What follows belongs to an exercise in optimizing a design on an open flow for small area, a short achievable clock period and few clock cycles; a production flow would make more cautious choices. RTL that was checked went through simulation tests only; none was proved equivalent to the original.

==> flow/design.v (excerpt) <==
module brv32p_muldiv (
  input  logic        clk,
  input  logic        rst_n,
  input  logic        start,
  input  logic        hold,        
  input  logic [2:0]  op,          
  input  logic [31:0] a,           
  input  logic [31:0] b,           
  output logic [31:0] result,
  output logic        busy,
  output logic        valid        
);
  localparam logic [2:0] MD_MUL    = 3'b000;
  localparam logic [2:0] MD_MULH   = 3'b001;
  localparam logic [2:0] MD_MULHSU = 3'b010;
  localparam logic [2:0] MD_MULHU  = 3'b011;
  localparam logic [2:0] MD_DIV    = 3'b100;
  localparam logic [2:0] MD_DIVU   = 3'b101;
  localparam logic [2:0] MD_REM    = 3'b110;
  localparam logic [2:0] MD_REMU   = 3'b111;
  logic        mul_sa, mul_sb;
  logic [32:0] mx;                             
  logic [34:0] my;                             
  assign mul_sa = (op[1:0] == 2'b01) || (op[1:0] == 2'b10);
  assign mul_sb = (op[1:0] == 2'b01);
  assign mx = {mul_sa & a[31], a};
  assign my = {{2{mul_sb & b[31]}}, b, 1'b0};
  logic [63:0] prod;
  logic [16:0] bneg, bone, btwo;
  ...
export LEC_CHECK = 0
export CAP_MARGIN = 20
export CORE_MARGIN = 2
export CORE_UTILIZATION = 55
export PLACE_DENSITY = 0.7
export SETUP_SLACK_MARGIN = 2
export SLEW_MARGIN = 20
create_clock -name core_clock -period 16.0 [get_ports {clk}]
standard.sh (not shown) runs the stock make flow with config.mk's settings and CLKGATE_MAP_FILE= SYNTH_SCRIPT=/design/flow/synth_recipe.tcl, a recipe that flattens the netlist after the stock synthesis.
==> flow/flow/run.sh <==
#!/bin/bash
# Own flow: the standard layout, except that the synthesis maps the logic
# with an area-oriented ABC script (flow/abc_area.script) in place of ORFS's
# speed script. Everything else, registers included, is the standard synthesis:
# the same synth_recipe.tcl and ORFS synth.tcl, with only the abc call's script
# swapped. Timing is then repaired by the standard placement and CTS steps.
# Port buffers are buf_2 cells instead of ORFS's default pick.
set -euo pipefail
W=$(pwd)
FLOWDIR=$(cd "$(dirname "${BASH_SOURCE[0]}")" && pwd)

# ORFS synth.tcl with the abc script replaced
sed "s#log_cmd abc {\*}\$abc_args#log_cmd abc {*}[lreplace \$abc_args 0 1 -script $FLOWDIR/abc_area.script]#" \
  "$FLOW_HOME/scripts/synth.tcl" > "$W/own_synth_body.tcl"
grep -q "abc_area.script" "$W/own_synth_body.tcl"
sed "s#source \$::env(SCRIPTS_DIR)/synth.tcl#source $W/own_synth_body.tcl#" \
  "$W/synth_recipe.tcl" > "$W/own_synth.tcl"
grep -q "own_synth_body.tcl" "$W/own_synth.tcl"

# standard.sh with the synthesis script swapped, for the synthesis step only
sed "s#SYNTH_SCRIPT=[^ ]*#SYNTH_SCRIPT=$W/own_synth.tcl#" "$W/standard.sh" > "$W/own_standard.sh"
grep -q "own_synth.tcl" "$W/own_standard.sh"
# standard.sh whose port buffers are buf_2 cells (ORFS's default pick is a
# delay cell); every port still gets its buffer
sed "s#CLKGATE_MAP_FILE= #CLKGATE_MAP_FILE= BUFFER_PORTS_ARGS=-buffer_cell\\\\ sky130_fd_sc_hd__buf_2 #" "$W/standard.sh" > "$W/own_finish.sh"
grep -q "BUFFER_PORTS_ARGS" "$W/own_finish.sh"

bash "$W/own_standard.sh" synth > "$W/synth_make.log" 2>&1
bash "$W/own_finish.sh" finish > "$W/finish_make.log" 2>&1
test -f "$W/out/final.def"
==> flow/flow/abc_area.script <==
&get -n
&st
&dch
&nf -D 11000
&put
topo
stime -c
Testbench counts at the start, summed over its fixed seeds: cycles 17,273.
Rerun with:
--- a/flow/design.v
+++ b/flow/design.v
@@ -1278,25 +1278,25 @@
   assign {c1038, s1037} = c914 + s915 + s795;
   assign {c1040, s1039} = c916 + s917 + s799;
   assign {c1042, s1041} = c918 + s919 + s803;
   assign {c1044, s1043} = c920 + s921 + s807;
   assign {c1046, s1045} = c922 + s923 + pp16_27;
   assign {c1048, s1047} = c924 + s925 + 1'b1;
   assign {c1050, s1049} = c926 + s927 + pp16_29;
   assign {c1052, s1051} = c928 + s929 + 1'b1;
   assign {c1054, s1053} = c930 + pp15_33 + pp16_31;
   assign sum_a = {c1052, c1050, c1048, c1046, c1044, c1042, c1040, c1038, c1036, c1034, c1032, c1030, c1028, c1026, c1024, c1022, c1020, c1018, c1016, c1014, c1012, c1010, c1008, c1006, c1004, c1002, c1000, c998, c996, c994, c992, c990, c988, c986, c984, c982, c980, c978, c976, c974, c972, c970, c968, c966, c964, c962, c960, c958, c956, c954, c952, c950, c948, c946, c944, c942, c940, c938, c936, c934, c932, s931, pp0_1, pp0_0};
   assign sum_b = {s1053, s1051, s1049, s1047, s1045, s1043, s1041, s1039, s1037, s1035, s1033, s1031, s1029, s1027, s1025, s1023, s1021, s1019, s1017, s1015, s1013, s1011, s1009, s1007, s1005, s1003, s1001, s999, s997, s995, s993, s991, s989, s987, s985, s983, s981, s979, s977, s975, s973, s971, s969, s967, s965, s963, s961, s959, s957, s955, s953, s951, s949, s947, s945, s943, s941, s939, s937, s935, s933, bneg[1], 1'b0, bneg[0]};
   logic prod_co;
-  pfx_add #(.W(64)) u_prod_add (.a(sum_a), .b(sum_b), .cin(1'b0), .s(prod), .cout(prod_co));
+  sk_add #(.W(64)) u_prod_add (.a(sum_a), .b(sum_b), .cin(1'b0), .s(prod), .cout(prod_co));
   logic        div_signed;
   logic        a_neg, b_neg, d_cin;
   logic [31:0] abs_a, b_nx, b_mag;
   assign div_signed = ~op[0];                  
   assign a_neg = div_signed & a[31];
   assign b_neg = div_signed & b[31];
   assign d_cin = ~b_neg;
   assign abs_a = a_neg ? (~a + 32'd1) : a;
   assign b_nx  = b_neg ? b : ~b;               
   assign b_mag = ~b_nx;                        
   logic b_zero;
   assign b_zero = (b == 32'd0);
@@ -1410,32 +1410,33 @@
     end
   end
   logic [31:0] div_result;
   always_comb begin
     logic        ng;
     logic [31:0] sel;
     sel = div_rem ? rem_2 : quo_2;
     ng  = div_rem ? neg_r : neg_q;
     div_result = (sel ^ {32{ng}}) + {31'd0, ng};
   end
   logic [31:0] fast_result;
   assign fast_result = op[1] ? a : {32{b_zero}};
-  logic sel_lo, sel_hi, sel_dv, sel_fs;
-  assign sel_dv = div_active;
-  assign sel_fs = !div_active && is_div_op;
-  assign sel_lo = !div_active && !is_div_op && (op[1:0] == 2'b00);
-  assign sel_hi = !div_active && !is_div_op && (op[1:0] != 2'b00);
+  logic [31:0] mul_result;
+  assign mul_result = (op[1:0] == 2'b00) ? prod[31:0] : prod[63:32];
   always_comb begin
-    result = ({32{sel_lo}} & prod[31:0]) | ({32{sel_hi}} & prod[63:32])
-           | ({32{sel_dv}} & div_result) | ({32{sel_fs}} & fast_result);
+    if (div_active)
+      result = div_result;
+    else if (is_div_op)
+      result = fast_result;
+    else
+      result = mul_result;
     valid = start & (div_active ? div_last : (!is_div_op || div_fast));
     busy  = start & (div_active ? !div_last : (is_div_op && !div_fast));
   end
 endmodule
 module pfx_add #(parameter int W = 64) (
   input  logic [W-1:0] a,
   input  logic [W-1:0] b,
   input  logic         cin,
   output logic [W-1:0] s,
   output logic         cout
 );
   always_comb begin
@@ -1463,12 +1464,43 @@
           gn[i] = g[i] | (p[i] & g[i-d]);
           pn[i] = p[i] & p[i-d];
         end
       g = gn;
       p = pn;
     end
     for (int i = 2; i <= W; i += 2)
       g[i] = g[i] | (p[i] & g[i-1]);
     s = s ^ g[W-1:0];
     cout = g[W];
   end
 endmodule
+module sk_add #(parameter int W = 64) (
+  input  logic [W-1:0] a,
+  input  logic [W-1:0] b,
+  input  logic         cin,
+  output logic [W-1:0] s,
+  output logic         cout
+);
+  always_comb begin
+    logic [W:0] g, p, gn, pn;                 
+    g[0] = cin;
+    p[0] = 1'b0;
+    for (int i = 0; i < W; i++) begin
+      g[i+1] = a[i] & b[i];
+      p[i+1] = a[i] ^ b[i];
+    end
+    s = p[W:1];
+    for (int d = 1; d <= W; d *= 2) begin
+      gn = g;
+      pn = p;
+      for (int i = 0; i <= W; i++)
+        if ((i / d) % 2 == 1) begin
+          gn[i] = g[i] | (p[i] & g[(i / d) * d - 1]);
+          pn[i] = p[i] & p[(i / d) * d - 1];
+        end
+      g = gn;
+      p = pn;
+    end
+    s = s ^ g[W-1:0];
+    cout = g[W];
+  end
+endmodule
Design area grows by about 0.9%. Global-route usage shrinks by 0.77 points. Core utilization went up by 0.24 points. Die area rose by about 1%. Routed wire length fell by about 0.65%. Synthesized cell count climbs by about 2.5%. Area after synthesis went up by about 1%. Via count came out higher by 2.7%.
For the second run of this note, only the layout was checked, not whether the RTL still works.

what the ideal ports hide:
How much do the figures lean on ideal ports? The routed layouts below were timed once more, with nothing changed but the port constraints. Step 1, drivers: a clkbuf_16 drives clk and a buf_2 each remaining input, both assumed. Step 2 also shifts input and output timing later by t, the mid clock arrival at the registers, as if the neighbouring blocks saw the same clock. Slacks: ideal ports / drivers / drivers and shift; pairs: ideal ports / drivers.
| run | t (ns) | setup WS [ns] | clock arrival spread, ns |
|---|---|---|---|
| the first run | 0.434 | 2.030 / 1.984 / 1.984 | 0.017 / 0.017 |
| the second run | 0.430 | 2.076 / 1.991 / 1.991 | 0.015 / 0.015 |
After both steps setup and hold are still met in every run listed. The setup slack of the second run, which loses most, moves by -0.085 ns with the drivers and by -0.085 ns with both steps.
